From an optimization exercise on the open Yosys and OpenROAD flow, aimed at small area, a short achievable clock period and few clock cycles; shortcuts taken in it are not production practice.
In this exercise RTL edits were held to simulation tests only and were not proved equivalent to the original.

==> v28: inputs <==
Design milestone1, start of the top module:
module milestone1 (
	input  logic        CLOCK_50_I,
	input  logic        resetn,
	input  logic        M1_en,
	output logic        M1_end,
	output logic [17:0] SRAM_address,
	input  logic [15:0] SRAM_read_data,
	output logic [15:0] SRAM_write_data,
	output logic        SRAM_we_n
);
localparam logic [17:0] UBASE = 18'd38400;
localparam logic [17:0] VOFS  = 18'd19200;
localparam logic [17:0] RGBBASE = 18'd146944;
logic [4:0]  ph;
logic        run, first, rs;
logic        isel_v, selR, selB;
logic [6:0]  gcnt;      
logic [15:0] ya;        
logic [17:0] ca;        
logic [17:0] ra;        
logic [7:0] UW [0:5];
logic [7:0] VW [0:5];
logic [7:0] SU, SV;
logic [7:0] YH, YL;         
logic [22:0] T;             
logic [7:0] PX;             
logic [7:0] PGU, PGV;       
logic [7:0] EB;             
wire [7:0] rh = SRAM_read_data[15:8];
wire [7:0] rl = SRAM_read_data[7:0];
wire clamp  = (gcnt >= 7'd78);
wire last_g = (gcnt == 7'd79);
wire [7:0] t0 = isel_v ? VW[0] : UW[0];
wire [7:0] t1 = isel_v ? VW[1] : UW[1];
wire [7:0] t2 = isel_v ? VW[2] : UW[2];
wire [7:0] t3 = isel_v ? VW[3] : UW[3];
wire [7:0] t4 = isel_v ? VW[4] : UW[4];
wire [7:0] t5 = isel_v ? VW[5] : UW[5];
logic [8:0] S1, S2, S3;
always_ff @(posedge CLOCK_50_I) begin
	S1 <= t0 + t5;
	S2 <= t1 + t4;
	S3 <= t2 + t3;
end
wire q_1 = S1[7] ^ S1[5];
wire q_2 = S1[7] & S1[5];
wire q_3 = S1[8] ^ S1[6];
wire q_4 = S1[8] & S1[6];
wire q_5 = S1[5] ^ S1[3];
wire q_6 = S1[5] & S1[3];
wire q_7 = S1[6] ^ S1[4] ^ S1[2];
wire q_8 = (S1[6] & S1[4]) | (S1[6] & S1[2]) | (S1[4] & S1[2]);
wire q_9 = S2[2] ^ S3[1] ^ ~S2[4];
wire q_10 = (S2[2] & S3[1]) | (S2[2] & ~S2[4]) | (S3[1] & ~S2[4]);
wire q_11 = q_1 ^ S1[3] ^ S2[3];
wire q_12 = (q_1 & S1[3]) | (q_1 & S2[3]) | (S1[3] & S2[3]);
wire q_13 = S3[2] ^ S3[0] ^ ~S2[5];
wire q_14 = (S3[2] & S3[0]) | (S3[2] & ~S2[5]) | (S3[0] & ~S2[5]);
wire q_15 = S2[1] ^ S3[7];
wire q_16 = ~(S2[1] | S3[7]);
wire q_17 = q_3 ^ S1[4] ^ S2[4];
wire q_18 = (q_3 & S1[4]) | (q_3 & S2[4]) | (S1[4] & S2[4]);
  ...
export LEC_CHECK = 0
export CAP_MARGIN = 20
export CORE_MARGIN = 2
export CORE_UTILIZATION = 40
export SLEW_MARGIN = 20
create_clock -name core_clock -period 13.0 [get_ports {CLOCK_50_I}]
run.sh (not shown) runs the stock make flow with config.mk's settings and CLKGATE_MAP_FILE= SYNTH_SCRIPT=/design/flow/synth_recipe.tcl, a recipe that flattens the netlist after the stock synthesis.
==> inputs of v26, as changes to v28 <==
==> flow/flow/run.sh (new file) <==
#!/bin/bash
# The standard layout (standard.sh, unchanged synthesis and steps), with the
# timing repair after CTS and global routing asked to reach 9 ns of setup slack
# at the design's clock period, using only gate sizing, pin swaps and buffering
# (no gate cloning, no buffer removal). The full make output, which holds every
# tool's output, goes to layout.log here; ORFS keeps each step's log under orfs/logs.
set -euo pipefail
bash standard.sh SETUP_SLACK_MARGIN=9 SKIP_GATE_CLONING=1 SETUP_MOVE_SEQUENCE=sizeup,swap,buffer finish > layout.log 2>&1
==> flow/standard.sh (new file) <==
#!/bin/bash
# synth_recipe.tcl (not shown) runs the flow's synth.tcl, then flattens the netlist and writes it again
# the make line also repeats each setting of config.mk as NAME=value (left out here)
make -C /OpenROAD-flow-scripts/flow DESIGN_CONFIG=/design/flow/config.mk WORK_HOME=/design/flow/orfs CLKGATE_MAP_FILE= SYNTH_SCRIPT=/design/flow/synth_recipe.tcl "${@:-finish}"
removed: flow/run.sh
==> qor summary <==
Worst Reg-to-Reg Cells: v26 18; v28 16
Clock period minus final worst setup slack: v26 4550 ps; v28 5670 ps
Launch point of the critical path: v26 PX[0]; v28 PGU[5]
Initial DRT Pass Iterations: v26 5; v28 6
M1 WL: v26 24300 µm; v28 23700 µm
Clock network share of area: v26 5.05%; v28 4.65%
Detail-routed net length per standard cell: v26 18.7 µm; v28 18.4 µm
Portion of the clock cycle consumed by the worst path in the final layout: v26 35.0%; v28 43.6%
Clock latency on the worst-skew pair: v26 570 ps; v28 540 ps
Placed Cells: v26 2693; v28 2694
Status: v26 finished clean; v28 finished clean
Share of the final layout cell area in sequential cells: v26 33.1%; v28 35.6%
Testbench counts of v28, summed over its fixed seeds: cycles 1,162,086.
Testbench counts of v26, summed over its fixed seeds: cycles 1,162,086.

---

==> inputs of trial 97 <==
milestone1, a different RTL version from the one above (not shown whole).
==> flow/design.v (excerpt) <==
module milestone1 (
	input  logic        CLOCK_50_I,
	input  logic        resetn,
	input  logic        M1_en,
	output logic        M1_end,
	output logic [17:0] SRAM_address,
	input  logic [15:0] SRAM_read_data,
	output logic [15:0] SRAM_write_data,
	output logic        SRAM_we_n
);
==> flow/config.mk <==
export PLATFORM = sky130hd
export DESIGN_NAME = milestone1
export DESIGN_NICKNAME = milestone1
export VERILOG_FILES = /design/flow/design.v
export SDC_FILE = /design/flow/constraint.sdc
export NUM_CORES = 4
export LEC_CHECK = 0
export CAP_MARGIN = 20
export CORE_MARGIN = 2
export CORE_UTILIZATION = 40
export CTS_CLUSTER_DIAMETER = 100
export CTS_CLUSTER_SIZE = 25
export SLEW_MARGIN = 20
==> flow/constraint.sdc <==
create_clock -name core_clock -period 13.0 [get_ports {CLOCK_50_I}]
set_input_delay 2.6000 -clock core_clock [delete_from_list [all_inputs] [get_ports {CLOCK_50_I}]]
set_output_delay 2.6000 -clock core_clock [all_outputs]
set_load 0.01 [all_outputs]
standard.sh (not shown) runs the stock make flow with config.mk's settings and CLKGATE_MAP_FILE= SYNTH_SCRIPT=/design/flow/synth_recipe.tcl, a recipe that flattens the netlist after the stock synthesis.
==> flow/flow/run.sh <==
#!/bin/bash
# The standard layout (standard.sh, unchanged synthesis and steps), with the
# timing repair after CTS and global routing asked to reach 9 ns of setup slack
# at the design's clock period, using only gate sizing, pin swaps and buffering
# (no gate cloning, no buffer removal). The full make output, which holds every
# tool's output, goes to layout.log here; ORFS keeps each step's log under orfs/logs.
set -euo pipefail
bash standard.sh SETUP_SLACK_MARGIN=9 SKIP_GATE_CLONING=1 SETUP_MOVE_SEQUENCE=sizeup,swap,buffer finish > layout.log 2>&1
==> build 37: changes against trial 97 <==
--- a/flow/design.v
+++ b/flow/design.v
@@ -584,36 +584,38 @@
 		default: nph = ph + 5'd1;
 	endcase
 end
 assign rowend9 = (ph == 5'd9) && (nph == 5'd10);
 wire wr_ph = (nph == 5'd3) || (nph == 5'd4) || (nph == 5'd5) ||
              (!nob && ((nph == 5'd9) || (nph == 5'd0) || (nph == 5'd1) || (nph == 5'd10) || (nph == 5'd11)));
-wire [1:0]  cinc = (nph == 5'd12 || nph == 5'd13) ? 2'd1 : (last_g || fs) ? 2'd0 : {ya[0], ~ya[0]};
+logic [1:0] cinc;
 wire frame_done = (ph == 5'd11) && !nob && (&SRAM_address);
 always_ff @(posedge CLOCK_50_I or negedge resetn) begin
 	if (!resetn) begin
 		ph <= 5'd7;
 		run <= 1'b0;
 		first <= 1'b1;
 		fs <= 1'b1;
 		nob <= 1'b1;
 		isel_v <= 1'b0;
 		selR <= 1'b0;
 		selB <= 1'b0;
 		tyh <= 1'b0;
+		cinc <= 2'd0;
 		M1_end <= 1'b0;
 		gcnt <= 7'd0;
 		ya <= 16'd0;
 		ra <= RGBBASE;
 		SRAM_address <= UBASE + VOFS;
 		SRAM_we_n <= 1'b1;
 	end else begin
 		if (M1_en) run <= 1'b1;
 		if (run && !M1_end) begin
 		isel_v <= (nph == 5'd9) || (nph == 5'd5);
 		tyh <= (nph == 5'd9) || (nph == 5'd5);
+		cinc <= (nph == 5'd11 || nph == 5'd12) ? 2'd1 : (last_g || fs) ? 2'd0 : 2'd2;
 		selR <= (nph == 5'd1) || (nph == 5'd2) || (nph == 5'd7) || (nph == 5'd8);
 		selB <= !((nph == 5'd1) || (nph == 5'd2) || (nph == 5'd7) || (nph == 5'd8));
 		if (ph == 5'd9) fs <= 1'b0;
 		if (ph == 5'd7 && !fs) first <= 1'b0;
 		if (ph == 5'd12) nob <= 1'b1;
 		else if (ph == 5'd1) nob <= 1'b0;
==> flow/run.sh (new file) <==
#!/bin/bash
# synth_recipe.tcl (not shown) runs the flow's synth.tcl, then flattens the netlist and writes it again
# the make line also repeats each setting of config.mk as NAME=value (left out here)
make -C /OpenROAD-flow-scripts/flow DESIGN_CONFIG=/design/flow/config.mk WORK_HOME=/design/flow/orfs CLKGATE_MAP_FILE= SYNTH_SCRIPT=/design/flow/synth_recipe.tcl finish
removed: flow/flow/run.sh
removed: flow/standard.sh
==> trial 29: changes against trial 97 <==
--- a/flow/design.v
+++ b/flow/design.v
@@ -22,13 +22,14 @@
 logic [7:0] SU, SV, NV;
 logic [7:0] YH, YL;         
 logic [7:0] PY;             
 logic [7:0] PU, PV;         
 logic [10:0] PRBa, PRBb, PGa, PGb;    
 logic        PRBc, PGc;             
-logic [7:0] IP;             
+logic [7:0] IPa, IPb;       
+logic       IPc;            
 logic [7:0] EB;             
 wire [7:0] rh = SRAM_read_data[15:8];
 wire [7:0] rl = SRAM_read_data[7:0];
 wire clamp  = (gcnt >= 7'd78);
 wire last_g = (gcnt == 7'd79);
 wire rowend9;    
@@ -166,19 +167,20 @@
 wire q_123 = S3[7] ^ q_70 ^ q_94;
 wire q_124 = (S3[7] & q_70) | (S3[7] & q_94) | (q_70 & q_94);
 wire q_125 = S3[8] ^ 1'b1;
 wire q_126 = S3[8] & 1'b1;
 wire [15:0] q_a = {q_125, q_123, q_121, q_119, q_117, q_115, q_113, q_111, q_109, q_107, q_105, q_103, q_101, q_99, q_97, q_95};
 wire [15:0] q_b = {q_124, q_122, q_120, q_118, q_116, q_114, q_112, q_110, q_108, q_106, q_104, q_102, q_100, q_98, q_96, 1'b1};
-wire [15:0] isum = q_a + q_b;
+wire [8:0] q_lo = {1'b0, q_a[7:0]} + {1'b0, q_b[7:0]};
 always_ff @(posedge CLOCK_50_I) begin
 	S1 <= s1c[9:1];
 	S2 <= t1 + t4;
 	S3 <= s3c[9:1];
-	IP <= isum[15:8];
+	IPa <= q_a[15:8]; IPb <= q_b[15:8]; IPc <= q_lo[8];
 end
+wire [7:0] IP = IPa + IPb + {7'd0, IPc};
 wire [7:0] XR = PV & {8{selR}};              
 wire [7:0] XB = PU & {8{selB}};              
 wire [7:0] XC = XR | XB;                     
 wire rb_1 = XC[7] ^ XC[6];
 wire rb_2 = XC[7] & XC[6];
 wire rb_3 = PY[2] ^ PY[0];
@@ -584,36 +586,38 @@
 		default: nph = ph + 5'd1;
 	endcase
 end
 assign rowend9 = (ph == 5'd9) && (nph == 5'd10);
 wire wr_ph = (nph == 5'd3) || (nph == 5'd4) || (nph == 5'd5) ||
              (!nob && ((nph == 5'd9) || (nph == 5'd0) || (nph == 5'd1) || (nph == 5'd10) || (nph == 5'd11)));
-wire [1:0]  cinc = (nph == 5'd12 || nph == 5'd13) ? 2'd1 : (last_g || fs) ? 2'd0 : {ya[0], ~ya[0]};
+logic [1:0] cinc;
 wire frame_done = (ph == 5'd11) && !nob && (&SRAM_address);
 always_ff @(posedge CLOCK_50_I or negedge resetn) begin
 	if (!resetn) begin
 		ph <= 5'd7;
 		run <= 1'b0;
 		first <= 1'b1;
 		fs <= 1'b1;
 		nob <= 1'b1;
 		isel_v <= 1'b0;
 		selR <= 1'b0;
 		selB <= 1'b0;
 		tyh <= 1'b0;
+		cinc <= 2'd0;
 		M1_end <= 1'b0;
 		gcnt <= 7'd0;
 		ya <= 16'd0;
 		ra <= RGBBASE;
 		SRAM_address <= UBASE + VOFS;
 		SRAM_we_n <= 1'b1;
 	end else begin
 		if (M1_en) run <= 1'b1;
 		if (run && !M1_end) begin
 		isel_v <= (nph == 5'd9) || (nph == 5'd5);
 		tyh <= (nph == 5'd9) || (nph == 5'd5);
+		cinc <= (nph == 5'd11 || nph == 5'd12) ? 2'd1 : (last_g || fs) ? 2'd0 : 2'd2;
 		selR <= (nph == 5'd1) || (nph == 5'd2) || (nph == 5'd7) || (nph == 5'd8);
 		selB <= !((nph == 5'd1) || (nph == 5'd2) || (nph == 5'd7) || (nph == 5'd8));
 		if (ph == 5'd9) fs <= 1'b0;
 		if (ph == 5'd7 && !fs) first <= 1'b0;
 		if (ph == 5'd12) nob <= 1'b1;
 		else if (ph == 5'd1) nob <= 1'b0;
==> flow/flow/run.sh (replaced) <==
#!/bin/bash
# The standard layout (standard.sh, unchanged synthesis and steps), with the
# timing repair after CTS and global routing asked to reach 9.2 ns of setup slack
# at the design's clock period, using only gate sizing, pin swaps and buffering
# (no gate cloning, no buffer removal). The full make output, which holds every
# tool's output, goes to layout.log here; ORFS keeps each step's log under orfs/logs.
set -euo pipefail
bash standard.sh SETUP_SLACK_MARGIN=9.2 SKIP_GATE_CLONING=1 SETUP_MOVE_SEQUENCE=sizeup,swap,buffer finish > layout.log 2>&1
==> summary.txt <==
Result of the run: trial 97 finished clean; trial 29 finished clean; build 37 finished clean
Post-synthesis xor/xnor area fraction: trial 97 0.03234; trial 29 0.02901; build 37 0.03276
Met1 track demand over resource: trial 97 0.2620; trial 29 0.2598; build 37 0.2577
Register cell area after layout: trial 97 8755 µm²; trial 29 8959 µm²; build 37 8766 µm²
Final period util: trial 97 0.3104; trial 29 0.2979; build 37 0.3670
Worst relative slew slack: trial 97 0.2811; trial 29 0.3717; build 37 0.3271
Master of the slowest instance on the critical path: trial 97 dfstp_4; trial 29 fa_2; build 37 o41ai_1
Synth Cell Area: trial 97 21,390 µm²; trial 29 21,730 µm²; build 37 21,390 µm²
RD Place Congestion: trial 97 0.8708; trial 29 0.9078; build 37 0.8851
Register share of the cell area: trial 97 0.3570; trial 29 0.3679; build 37 0.3786
Via total after detailed routing: trial 97 13,980; trial 29 13,690; build 37 13,190
Simple logic cell fraction of the synthesized area: trial 97 0.08269; trial 29 0.08877; build 37 0.08166
Arrival time of the worst setup path: trial 97 4520 ps; trial 29 4330 ps; build 37 5240 ps
Number of multi-input logic gates: trial 97 1,164; trial 29 1,187; build 37 1,147
Vias per cell: trial 97 5.172; trial 29 5.067; build 37 5.079
Height of the chip: trial 97 235.3 µm; trial 29 237.1 µm; build 37 235.2 µm
Stages on worst setup path: trial 97 14; trial 29 13; build 37 15
Util after Layout: trial 97 0.4649; trial 29 0.4525; build 37 0.4388
Nonclk buf count: trial 97 156; trial 29 112; build 37 62
Final WS setup: trial 97 8965 ps; trial 29 9127 ps; build 37 8229 ps
Testbench counts of trial 97, summed over its fixed seeds: cycles 1,164,996.
Testbench counts of build 37, summed over its fixed seeds: cycles 1,164,996.
Testbench counts of trial 29, summed over its fixed seeds: cycles 1,164,996.

## separate check: timing with driven ports
In the flow no input, the clock included, has a driving cell. The finished layouts below were timed again as built, in two steps. Step 1 sets driving cells, clkbuf_16 on the clock port and buf_2 on the other inputs (assumed; they add their load-dependent delay and slew). Step 2 times the ports against the registers' clock, not the clock port: input delays grow and output delays shrink by t, the midpoint of the rising clock arrivals with the driver on. Three values: no drivers, after step 1, after step 2; two values: the first two.
run	shift t [ns]	setup WS [ns]	worst hold slack (ns)
v28	0.585	7.328 / 7.328 / 7.328	0.442 / 0.442 / 0.442
v26	0.607	8.448 / 8.448 / 8.448	0.442 / 0.442 / 0.442
trial 97	0.585	8.965 / 8.965 / 8.965	0.446 / 0.446 / 0.446
build 37	0.591	8.229 / 8.229 / 8.229	0.430 / 0.430 / 0.430
trial 29	0.618	9.127 / 9.091 / 9.127	0.445 / 0.445 / 0.445
After both steps setup and hold are still met in every run listed.
